Source: an optimization exercise on an open RTL-to-GDS flow (aim: small area). Production flows keep margins and buffers that such runs may drop. At most, simulation tests tie the RTL to the original design; equivalence was not proved. Power and IR drop assume default switching activity.

==> wip/pepper: inputs <==
## fir_filter
module fir_filter (
    input clk,     
    input rst,     
    input signed  [16-1 : 0] input_sig,
    input ready,
    output signed [16-1 : 0] filtred_sig
);
==> flow/config.mk <==
export PLATFORM = sky130hd
export DESIGN_NAME = fir_filter
export DESIGN_NICKNAME = fir_filter
export VERILOG_FILES = /design/flow/design.v
export SDC_FILE = /design/flow/constraint.sdc
export NUM_CORES = 4
export LEC_CHECK = 0
export ABC_AREA = 1
export CAP_MARGIN = 20
export CORE_MARGIN = 2
export CORE_UTILIZATION = 40
export GPL_TIMING_DRIVEN = 0
export SLEW_MARGIN = 20
==> flow/constraint.sdc <==
create_clock -name core_clock -period 8.0 [get_ports {clk}]
set_input_delay 1.6000 -clock core_clock [delete_from_list [all_inputs] [get_ports {clk}]]
set_output_delay 1.6000 -clock core_clock [all_outputs]
set_load 0.01 [all_outputs]
standard.sh (not shown) runs the stock make flow with config.mk's settings and CLKGATE_MAP_FILE= SYNTH_SCRIPT=/design/flow/synth_recipe.tcl, a recipe that flattens the netlist after the stock synthesis.
==> flow/flow/run.sh <==
#!/bin/bash
set -e
cd "$(dirname "$0")/.."
cp standard.sh standard_sh_copy.txt
export CTS_ARGS="$(cat flow/cts_args.txt)"
echo "CTS_ARGS=$CTS_ARGS" > flow_settings.log
bash standard.sh > standard.log 2>&1
==> flow/flow/cts_args.txt <==
-sink_clustering_enable -repair_clock_nets -sink_buffer_max_cap_derate 1.0 -dont_use_dummy_load -buf_list sky130_fd_sc_hd__clkbuf_4 -sink_clustering_size 12 -sink_clustering_max_diameter 40
==> inputs of wip/sierra, as changes to wip/pepper <==
--- a/flow/design.v
+++ b/flow/design.v
@@ -8,35 +8,25 @@
 );
 reg [128*16-1 : 0] ring;
 reg [6:0] cnt;         
 reg [6:0] kidx;        
 reg [7:0] ph;          
 reg pending;
 reg signed [16-1 : 0] stage;
-reg [12:0] ncoef;      
 reg [27:0] acc;
-reg c7, c14, c21;
-reg [16-1 : 0] res;
-reg res_l, res_c14, res_c21;
+reg [16-1 : 0] result;
 wire accept = !rst && ready && (cnt == 7'd127);
 wire use_stage = pending && (kidx == 7'd1);
 wire [16-1 : 0] head = use_stage ? stage : ring[16-1 : 0];
-wire clr = (ph == 8'd1);
-wire [27:0] acc_sel = clr ? 28'd0 : acc;
-wire csel7 = !clr && c7;
-wire csel14 = !clr && c14;
-wire csel21 = !clr && c21;
-wire [6:0] kidx_n = rst ? 7'd1 : kidx + 7'd1 + {6'd0, accept};
-wire [7:0] ph_n = rst ? 8'd129 : accept ? 8'd1 : (ph == 8'd129) ? ph : ph + 8'd1;
-wire active_n = (ph_n != 8'd0) && (ph_n <= 8'd128);
-wire [12:0] coef = ~ncoef;
-wire [5:0] fidx_n = kidx_n[6] ? ~kidx_n[5:0] : kidx_n[5:0];
+wire active = (ph != 8'd0) && (ph <= 8'd128);
+wire [27:0] acc_sel = (ph == 8'd1) ? 28'd0 : acc;
+wire [5:0] fidx = kidx[6] ? ~kidx[5:0] : kidx[5:0];
 reg signed [12:0] fc;
 always @(*) begin
-    case (fidx_n)
+    case (fidx)
     6'd0: fc = 13'sd1;
     6'd1: fc = 13'sd1;
     6'd2: fc = 13'sd1;
     6'd3: fc = 13'sd1;
     6'd4: fc = -13'sd1;
     6'd5: fc = -13'sd2;
     6'd6: fc = -13'sd4;
@@ -96,14 +86,15 @@
     6'd60: fc = 13'sd1517;
     6'd61: fc = 13'sd2638;
     6'd62: fc = 13'sd3568;
     6'd63: fc = 13'sd4095;
     default: fc = 13'sd0;
     endcase
 end
+wire [12:0] coef = (active && kidx != 7'd124 && kidx != 7'd125) ? fc : 13'd0;
 wire [14:0] pp0 = head[14:0] & {15{coef[0]}};
 wire ppn0 = ~(head[15] & coef[0]);
 wire [14:0] pp1 = head[14:0] & {15{coef[1]}};
 wire ppn1 = ~(head[15] & coef[1]);
 wire [14:0] pp2 = head[14:0] & {15{coef[2]}};
 wire ppn2 = ~(head[15] & coef[2]);
 wire [14:0] pp3 = head[14:0] & {15{coef[3]}};
@@ -538,131 +529,39 @@
 wire fc176 = (fs151 & fc126) | (fc150 & (fs151 ^ fc126));
 wire fs177 = hs22 ^ fc151 ^ fs152;
 wire fc177 = (hs22 & fc151) | (fs152 & (hs22 ^ fc151));
 wire fs178 = fs153 ^ hc22 ^ fc152;
 wire fc178 = (fs153 & hc22) | (fc152 & (fs153 ^ hc22));
 wire fs179 = hs25 ^ hc23 ^ fc153;
 wire fc179 = (hs25 & hc23) | (fc153 & (hs25 ^ hc23));
-wire hs27 = acc_sel[0] ^ pp0[0];
-wire hc27 = acc_sel[0] & pp0[0];
-wire fs180 = hs26 ^ pp1[0] ^ hc27;
-wire fc180 = (hs26 & pp1[0]) | (hc27 & (hs26 ^ pp1[0]));
-wire fs181 = hc26 ^ fs154 ^ fc180;
-wire fc181 = (hc26 & fs154) | (fc180 & (hc26 ^ fs154));
-wire fs182 = fc154 ^ fs155 ^ fc181;
-wire fc182 = (fc154 & fs155) | (fc181 & (fc154 ^ fs155));
-wire fs183 = fc155 ^ fs156 ^ fc182;
-wire fc183 = (fc155 & fs156) | (fc182 & (fc155 ^ fs156));
-wire fs184 = fc156 ^ fs157 ^ fc183;
-wire fc184 = (fc156 & fs157) | (fc183 & (fc156 ^ fs157));
-wire fs185 = fc157 ^ fs158 ^ fc184;
-wire fc185 = (fc157 & fs158) | (fc184 & (fc157 ^ fs158));
-wire cout7 = fc185;
-wire fs186 = fc158 ^ fs159 ^ csel7;
-wire fc186 = (fc158 & fs159) | (csel7 & (fc158 ^ fs159));
-wire fs187 = fc159 ^ fs160 ^ fc186;
-wire fc187 = (fc159 & fs160) | (fc186 & (fc159 ^ fs160));
-wire fs188 = fc160 ^ fs161 ^ fc187;
-wire fc188 = (fc160 & fs161) | (fc187 & (fc160 ^ fs161));
-wire fs189 = fc161 ^ fs162 ^ fc188;
-wire fc189 = (fc161 & fs162) | (fc188 & (fc161 ^ fs162));
-wire fs190 = fc162 ^ fs163 ^ fc189;
-wire fc190 = (fc162 & fs163) | (fc189 & (fc162 ^ fs163));
-wire fs191 = fc163 ^ fs164 ^ fc190;
-wire fc191 = (fc163 & fs164) | (fc190 & (fc163 ^ fs164));
-wire fs192 = fc164 ^ fs165 ^ fc191;
-wire fc192 = (fc164 & fs165) | (fc191 & (fc164 ^ fs165));
-wire cout14 = fc192;
-wire fs193 = fc165 ^ fs166 ^ csel14;
-wire fc193 = (fc165 & fs166) | (csel14 & (fc165 ^ fs166));
-wire fs194 = fc166 ^ fs167 ^ fc193;
-wire fc194 = (fc166 & fs167) | (fc193 & (fc166 ^ fs167));
-wire fs195 = fc167 ^ fs168 ^ fc194;
-wire fc195 = (fc167 & fs168) | (fc194 & (fc167 ^ fs168));
-wire fs196 = fc168 ^ fs169 ^ fc195;
-wire fc196 = (fc168 & fs169) | (fc195 & (fc168 ^ fs169));
-wire fs197 = fc169 ^ fs170 ^ fc196;
-wire fc197 = (fc169 & fs170) | (fc196 & (fc169 ^ fs170));
-wire fs198 = fc170 ^ fs171 ^ fc197;
-wire fc198 = (fc170 & fs171) | (fc197 & (fc170 ^ fs171));
-wire fs199 = fc171 ^ fs172 ^ fc198;
-wire fc199 = (fc171 & fs172) | (fc198 & (fc171 ^ fs172));
-wire cout21 = fc199;
-wire fs200 = fc172 ^ fs173 ^ csel21;
-wire fc200 = (fc172 & fs173) | (csel21 & (fc172 ^ fs173));
-wire fs201 = fc173 ^ fs174 ^ fc200;
-wire fc201 = (fc173 & fs174) | (fc200 & (fc173 ^ fs174));
-wire fs202 = fc174 ^ fs175 ^ fc201;
-wire fc202 = (fc174 & fs175) | (fc201 & (fc174 ^ fs175));
-wire fs203 = fc175 ^ fs176 ^ fc202;
-wire fc203 = (fc175 & fs176) | (fc202 & (fc175 ^ fs176));
-wire fs204 = fc176 ^ fs177 ^ fc203;
-wire fc204 = (fc176 & fs177) | (fc203 & (fc176 ^ fs177));
-wire fs205 = fc177 ^ fs178 ^ fc204;
-wire fc205 = (fc177 & fs178) | (fc204 & (fc177 ^ fs178));
-wire fs206 = fc178 ^ fs179 ^ fc205;
-wire fc206 = (fc178 & fs179) | (fc205 & (fc178 ^ fs179));
-wire [27:0] sum = {fs206, fs205, fs204, fs203, fs202, fs201, fs200, fs199, fs198, fs197, fs196, fs195, fs194, fs193, fs192, fs191, fs190, fs189, fs188, fs187, fs186, fs185, fs184, fs183, fs182, fs181, fs180, hs27};
+wire [27:0] tree_a = {fc178, fc177, fc176, fc175, fc174, fc173, fc172, fc171, fc170, fc169, fc168, fc167, fc166, fc165, fc164, fc163, fc162, fc161, fc160, fc159, fc158, fc157, fc156, fc155, fc154, hc26, hs26, acc_sel[0]};
+wire [27:0] tree_b = {fs179, fs178, fs177, fs176, fs175, fs174, fs173, fs172, fs171, fs170, fs169, fs168, fs167, fs166, fs165, fs164, fs163, fs162, fs161, fs160, fs159, fs158, fs157, fs156, fs155, fs154, pp1[0], pp0[0]};
+wire [27:0] sum = tree_a + tree_b;
 always @(posedge clk) begin
     ring <= {head, ring[128*16-1 : 16]};
     acc <= sum;
-    c7 <= cout7;
-    c14 <= cout14;
-    c21 <= cout21;
-    ncoef <= (active_n && kidx_n != 7'd124 && kidx_n != 7'd125) ? ~fc : 13'h1fff;
-    kidx <= kidx_n;
-    ph <= ph_n;
     if (rst) begin
         cnt <= 7'd127;
+        kidx <= 7'd1;
+        ph <= 8'd129;
         pending <= 1'b0;
     end
     else begin
         if (ready)
             cnt <= cnt + 7'd1;
+        kidx <= kidx + 7'd1 + {6'd0, accept};
+        if (accept)
+            ph <= 8'd1;
+        else if (ph != 8'd129)
+            ph <= ph + 8'd1;
         if (accept) begin
             pending <= 1'b1;
             stage <= input_sig;
         end
         else if (use_stage)
             pending <= 1'b0;
     end
-    if (accept) begin
-        res <= sum[27:12];
-        res_c14 <= cout14;
-        res_c21 <= cout21;
-        res_l <= cout7 && (sum[11:7] == 5'h1f);
-    end
+    if (accept)
+        result <= sum[27:12];
 end
-wire os0 = res[0] ^ res_l;
-wire oc0 = res[0] & res_l;
-wire os1 = res[1] ^ oc0;
-wire oc1 = res[1] & oc0;
-wire os2 = res[2] ^ res_c14 ^ oc1;
-wire oc2 = (res[2] & res_c14) | (oc1 & (res[2] ^ res_c14));
-wire os3 = res[3] ^ oc2;
-wire oc3 = res[3] & oc2;
-wire os4 = res[4] ^ oc3;
-wire oc4 = res[4] & oc3;
-wire os5 = res[5] ^ oc4;
-wire oc5 = res[5] & oc4;
-wire os6 = res[6] ^ oc5;
-wire oc6 = res[6] & oc5;
-wire os7 = res[7] ^ oc6;
-wire oc7 = res[7] & oc6;
-wire os8 = res[8] ^ oc7;
-wire oc8 = res[8] & oc7;
-wire os9 = res[9] ^ res_c21 ^ oc8;
-wire oc9 = (res[9] & res_c21) | (oc8 & (res[9] ^ res_c21));
-wire os10 = res[10] ^ oc9;
-wire oc10 = res[10] & oc9;
-wire os11 = res[11] ^ oc10;
-wire oc11 = res[11] & oc10;
-wire os12 = res[12] ^ oc11;
-wire oc12 = res[12] & oc11;
-wire os13 = res[13] ^ oc12;
-wire oc13 = res[13] & oc12;
-wire os14 = res[14] ^ oc13;
-wire oc14 = res[14] & oc13;
-wire os15 = res[15] ^ oc14;
-wire oc15 = res[15] & oc14;
-assign filtred_sig = {os15, os14, os13, os12, os11, os10, os9, os8, os7, os6, os5, os4, os3, os2, os1, os0};
+assign filtred_sig = result;
 endmodule
Settings changed: ABC_AREA 1 to unset.
==> summary.txt <==
Between wip/sierra and wip/pepper, the lower first-iteration DRC count is in wip/pepper (gap 3.7%, measured against wip/pepper). Between wip/sierra and wip/pepper, the lower sequential share of layout area is in wip/sierra (gap 1.5 points). Of wip/sierra and wip/pepper, wip/sierra has the higher via count (gap 3.4%, measured against wip/pepper). In wip/sierra the flip-flop and latch count is lower than in wip/pepper, by 19. In critical path depth, wip/sierra and wip/pepper do not differ. Final cell count: wip/pepper is larger than wip/sierra (about 0.7%).
==> figures <==
| item | wip/pepper | wip/sierra |
|---|---|---|
| Overall power after layout | 18.1 mW | 19.4 mW |
| Area of the mapped netlist | 52,600 sq um | 52,200 sq um |
| Sequential share of cell area | 0.764 | 0.749 |
| Tapcell Cnt | 1,755 | 1,742 |
| Run status | no timing/DRC/antenna violations | no timing/DRC/antenna violations |
| Sequential element share of the synthesized area | 0.825 | 0.824 |
| Placement Rows | 133 | 132 |
| FF-to-FF Start | pending$_SDFFE_PP0P_ | kidx[6]$_SDFF_PP0_ |
| Multiplexer area fraction after synthesis | 0 | 0.00388 |
| Number of antenna violations at the first check in global routing | 4 | 7 |
| Core region area | 131,000 sq um | 129,000 sq um |
| CTS clock-pin slew for the worst setup and hold paths | 110 ps | 120 ps |
| Starting Density | 0.401 | 0.403 |
The RTL of wip/pepper was laid out without a check of its function.

[separate check: timing with driven ports]
No port has a modelled driver above. Below, the same layouts with a new extraction and two added sets of constraints. Step 1 sets driving cells, clkbuf_16 on the clock port and buf_2 on the other inputs (assumed; they add their load-dependent delay and slew). Step 2, shift: input delay + t, output delay - t, t = (earliest + latest rising clock arrival at the registers) / 2. This alone moves slack from input paths to output paths. Three values: ideal ports, drivers, drivers and shift; two values: the first two.
run	t, ns	setup WS [ns]	worst hold slack (ns)	worst setup path after step 2	pins driven straight from the clock port
wip/pepper	1.060	0.337 / 0.337 / 0.337	0.250 / 0.250 / 0.250	register to register	1
wip/sierra	1.097	0.184 / 0.184 / 0.184	0.228 / 0.228 / 0.228	register to register	1
After both steps setup and hold are still met in every run listed.
